This is an optimization exercise on Yosys and OpenROAD, whose aim is small area, a short achievable clock period and few clock cycles, not a production implementation. RTL that was checked went through simulation tests only; none was proved equivalent to the original.

==> flow/design.v <==
module drawing_rectangle( input  wire        clk,
                      input  wire        rst,
                      input  wire        req,
                      output wire        ack,
                      output wire        busy,
                      input  wire [15:0] r0,  
                      input  wire [15:0] r1,  
                      input  wire [15:0] r2,  
                      input  wire [15:0] r3,  
                      input  wire [15:0] r4,  
                      input  wire [15:0] r5,
                      input  wire [15:0] r6,
                      input  wire [15:0] r7,
                      output wire        de_req,
                      input  wire        de_ack,
                      output wire [17:0] de_addr,
                      output wire  [3:0] de_nbyte,
                      output wire        de_rnw,
                      output wire [31:0] de_w_data,
                      input  wire [31:0] de_r_data );
reg        pre;         
reg        run;         
reg        ack_r;       
reg        rnw;         
reg [16:0] addr;        
reg  [7:0] cnt;         
reg  [8:0] rows;        
reg        lw;          
reg  [3:0] nb;          
wire  [9:0] x = r0[9:0];
wire  [9:0] w = r2[9:0];
wire  [7:0] c_and = r4[15:8];
wire  [7:0] c_xor = r4[7:0];
wire  [9:0] sw = (10'd644 - {8'd0, x[1:0]}) - w;
wire  [7:0] stride = sw[9:2];
wire  [1:0] xs = x[1:0];
wire  [1:0] xe = x[1:0] + w[1:0] - 2'd1;
wire fill = (c_and == 8'd0);
wire single = (cnt == 8'd160);              
wire last_word = lw;
wire last_row = (rows == 9'd1);
wire step = run & de_ack;
wire done = step & ~rnw & last_word & last_row;
wire start = req & ~pre & ~run & ~ack_r;
wire hi = (rows[8:4] != 5'd0);
wire lo = (rows[3:0] != 4'd0);
wire  [7:0] inc = pre ? (hi ? 8'd0 : 8'd160) : (last_word ? cnt : 8'd1);
wire [16:0] addr_next = addr + {5'd0, (pre & hi) ? 4'd10 : 4'd0, inc};
assign ack = ack_r;
assign busy = pre | run;
assign de_req = run;
assign de_rnw = rnw;
assign de_addr = {1'b0, addr};
wire [3:0] ms = 4'b1111 << (3'd4 - {1'b0, xs});    
wire [3:0] me = 4'b1111 >> ({1'b0, xe} + 3'd1);    
assign de_nbyte = nb;
assign de_w_data = (de_r_data & {4{c_and}}) ^ {4{c_xor}};
always @(posedge clk) begin
	if (rst) begin
		pre <= 1'b0;
		run <= 1'b0;
		ack_r <= 1'b0;
	end else begin
		ack_r <= done;
		if (start) pre <= 1'b1;
		else if (~hi & ~lo) pre <= 1'b0;
		if (pre & ~hi & ~lo) run <= 1'b1;
		else if (done) run <= 1'b0;
	end
end
always @(posedge clk) begin
	if (start) begin
		addr <= {9'd0, x[9:2]};
		rows <= r1[8:0];
		cnt <= stride;
	end else if (pre) begin
		if (hi) begin
			addr <= addr_next;
			rows[8:4] <= rows[8:4] - 5'd1;
		end else if (lo) begin
			addr <= addr_next;
			rows <= rows - 9'd1;
		end else begin
			rows <= r3[8:0];
			lw <= single;
			nb <= ms | (single ? me : 4'b0000);
			rnw <= ~fill;
		end
	end else if (step) begin
		if (rnw) rnw <= 1'b0;
		else begin
			rnw <= ~fill;
			addr <= addr_next;
			if (last_word) begin
				rows <= rows - 9'd1;
				lw <= single;
				nb <= ms | (single ? me : 4'b0000);
			end else begin
				cnt <= (cnt == 8'd159) ? stride : cnt + 8'd1;
				lw <= (cnt == 8'd159);
				nb <= (cnt == 8'd159) ? me : 4'b0000;
			end
		end
	end
end
endmodule
clock: 5.5 ns
lec_check: 0
cap_margin: 20
core_margin: 2
core_utilization: 40
setup_slack_margin: 2.8
slew_margin: 20
standard.sh (not shown) runs the stock make flow with config.mk's settings and CLKGATE_MAP_FILE= SYNTH_SCRIPT=/design/flow/synth_recipe.tcl, a recipe that flattens the netlist after the stock synthesis.
==> flow/flow/run.sh <==
#!/bin/bash
set -e
export BUFFER_PORTS_ARGS="-buffer_cell sky130_fd_sc_hd__buf_1"
bash standard.sh finish > standard.log 2>&1
Next try:
--- a/flow/design.v
+++ b/flow/design.v
@@ -22,31 +22,31 @@
 reg        run;         
 reg        ack_r;       
 reg        rnw;         
 reg [16:0] addr;        
+reg  [7:0] stride;      
 reg  [7:0] cnt;         
 reg  [8:0] rows;        
 reg        lw;          
 reg  [3:0] nb;          
 wire  [9:0] x = r0[9:0];
 wire  [9:0] w = r2[9:0];
 wire  [7:0] c_and = r4[15:8];
 wire  [7:0] c_xor = r4[7:0];
+wire [11:0] ys = {3'b000, rows} + {1'b0, rows, 2'b00} + {9'd0, cnt[2:0]};
+wire [16:0] start_addr = {ys, x[6:2]};
 wire  [9:0] sw = (10'd644 - {8'd0, x[1:0]}) - w;
-wire  [7:0] stride = sw[9:2];
 wire  [1:0] xs = x[1:0];
 wire  [1:0] xe = x[1:0] + w[1:0] - 2'd1;
 wire fill = (c_and == 8'd0);
-wire single = (cnt == 8'd160);              
+wire single = (stride == 8'd160);           
 wire last_word = lw;
 wire last_row = (rows == 9'd1);
 wire step = run & de_ack;
 wire done = step & ~rnw & last_word & last_row;
 wire start = req & ~pre & ~run & ~ack_r;
-wire hi = (rows[8:4] != 5'd0);
-wire lo = (rows[3:0] != 4'd0);
-wire  [7:0] inc = pre ? (hi ? 8'd0 : 8'd160) : (last_word ? cnt : 8'd1);
-wire [16:0] addr_next = addr + {5'd0, (pre & hi) ? 4'd10 : 4'd0, inc};
+wire  [7:0] inc = last_word ? stride : 8'd1;
+wire [16:0] addr_next = addr + {9'd0, inc};
 assign ack = ack_r;
 assign busy = pre | run;
 assign de_req = run;
 assign de_rnw = rnw;
@@ -61,43 +61,37 @@
 		run <= 1'b0;
 		ack_r <= 1'b0;
 	end else begin
 		ack_r <= done;
-		if (start) pre <= 1'b1;
-		else if (~hi & ~lo) pre <= 1'b0;
-		if (pre & ~hi & ~lo) run <= 1'b1;
+		pre <= start;
+		if (pre) run <= 1'b1;
 		else if (done) run <= 1'b0;
 	end
 end
 always @(posedge clk) begin
 	if (start) begin
-		addr <= {9'd0, x[9:2]};
+		stride <= sw[9:2];
 		rows <= r1[8:0];
+		cnt <= {5'd0, x[9:7]};
+	end else if (pre) begin
+		addr <= start_addr;
 		cnt <= stride;
-	end else if (pre) begin
-		if (hi) begin
-			addr <= addr_next;
-			rows[8:4] <= rows[8:4] - 5'd1;
-		end else if (lo) begin
-			addr <= addr_next;
-			rows <= rows - 9'd1;
-		end else begin
-			rows <= r3[8:0];
-			lw <= single;
-			nb <= ms | (single ? me : 4'b0000);
-			rnw <= ~fill;
-		end
+		rows <= r3[8:0];
+		lw <= single;
+		nb <= ms | (single ? me : 4'b0000);
+		rnw <= ~fill;
 	end else if (step) begin
 		if (rnw) rnw <= 1'b0;
 		else begin
 			rnw <= ~fill;
 			addr <= addr_next;
 			if (last_word) begin
+				cnt <= stride;
 				rows <= rows - 9'd1;
 				lw <= single;
 				nb <= ms | (single ? me : 4'b0000);
 			end else begin
-				cnt <= (cnt == 8'd159) ? stride : cnt + 8'd1;
+				cnt <= cnt + 8'd1;
 				lw <= (cnt == 8'd159);
 				nb <= (cnt == 8'd159) ? me : 4'b0000;
 			end
 		end
After rerunning: The changed run ran to the end with no violations; synthesized area goes up by about 11%; die area goes up by 10%; utilization goes down by 2.1 points; count of clock-buffer cells in the layout goes down by 1; wire length goes up by 0.60%.
Testbench counts after the change, summed over its fixed seeds: cycles 1,857,174.
Function not checked in the first run of this note: the RTL went through the layout flow alone.

## port drivers added, routing unchanged
Ports are ideal in the flow. The routed layouts listed here were re-timed in OpenROAD.
Step 1, drivers: a clkbuf_16 drives clk and a buf_2 each remaining input, both assumed.
Step 2, shift: input delay + t, output delay - t, t = (earliest + latest rising clock arrival at the registers) / 2. This alone moves slack from input paths to output paths.
Three values: ideal, step 1, step 2; two values: the first two.
run	t, ns	setup slack, ns	worst setup path at the end	worst register clock-pin slew, ns	worst slew at a driven data input, ns
the first run	0.337	2.758 / 2.744 / 2.420	input to register	0.10 / 0.10	0.07
the second run	0.339	2.791 / 2.750 / 2.561	input to register	0.11 / 0.11	0.06
After both steps setup and hold are still met in every run listed. The setup slack of the first run, which loses most, moves by -0.014 ns with the drivers and by -0.338 ns with both steps.
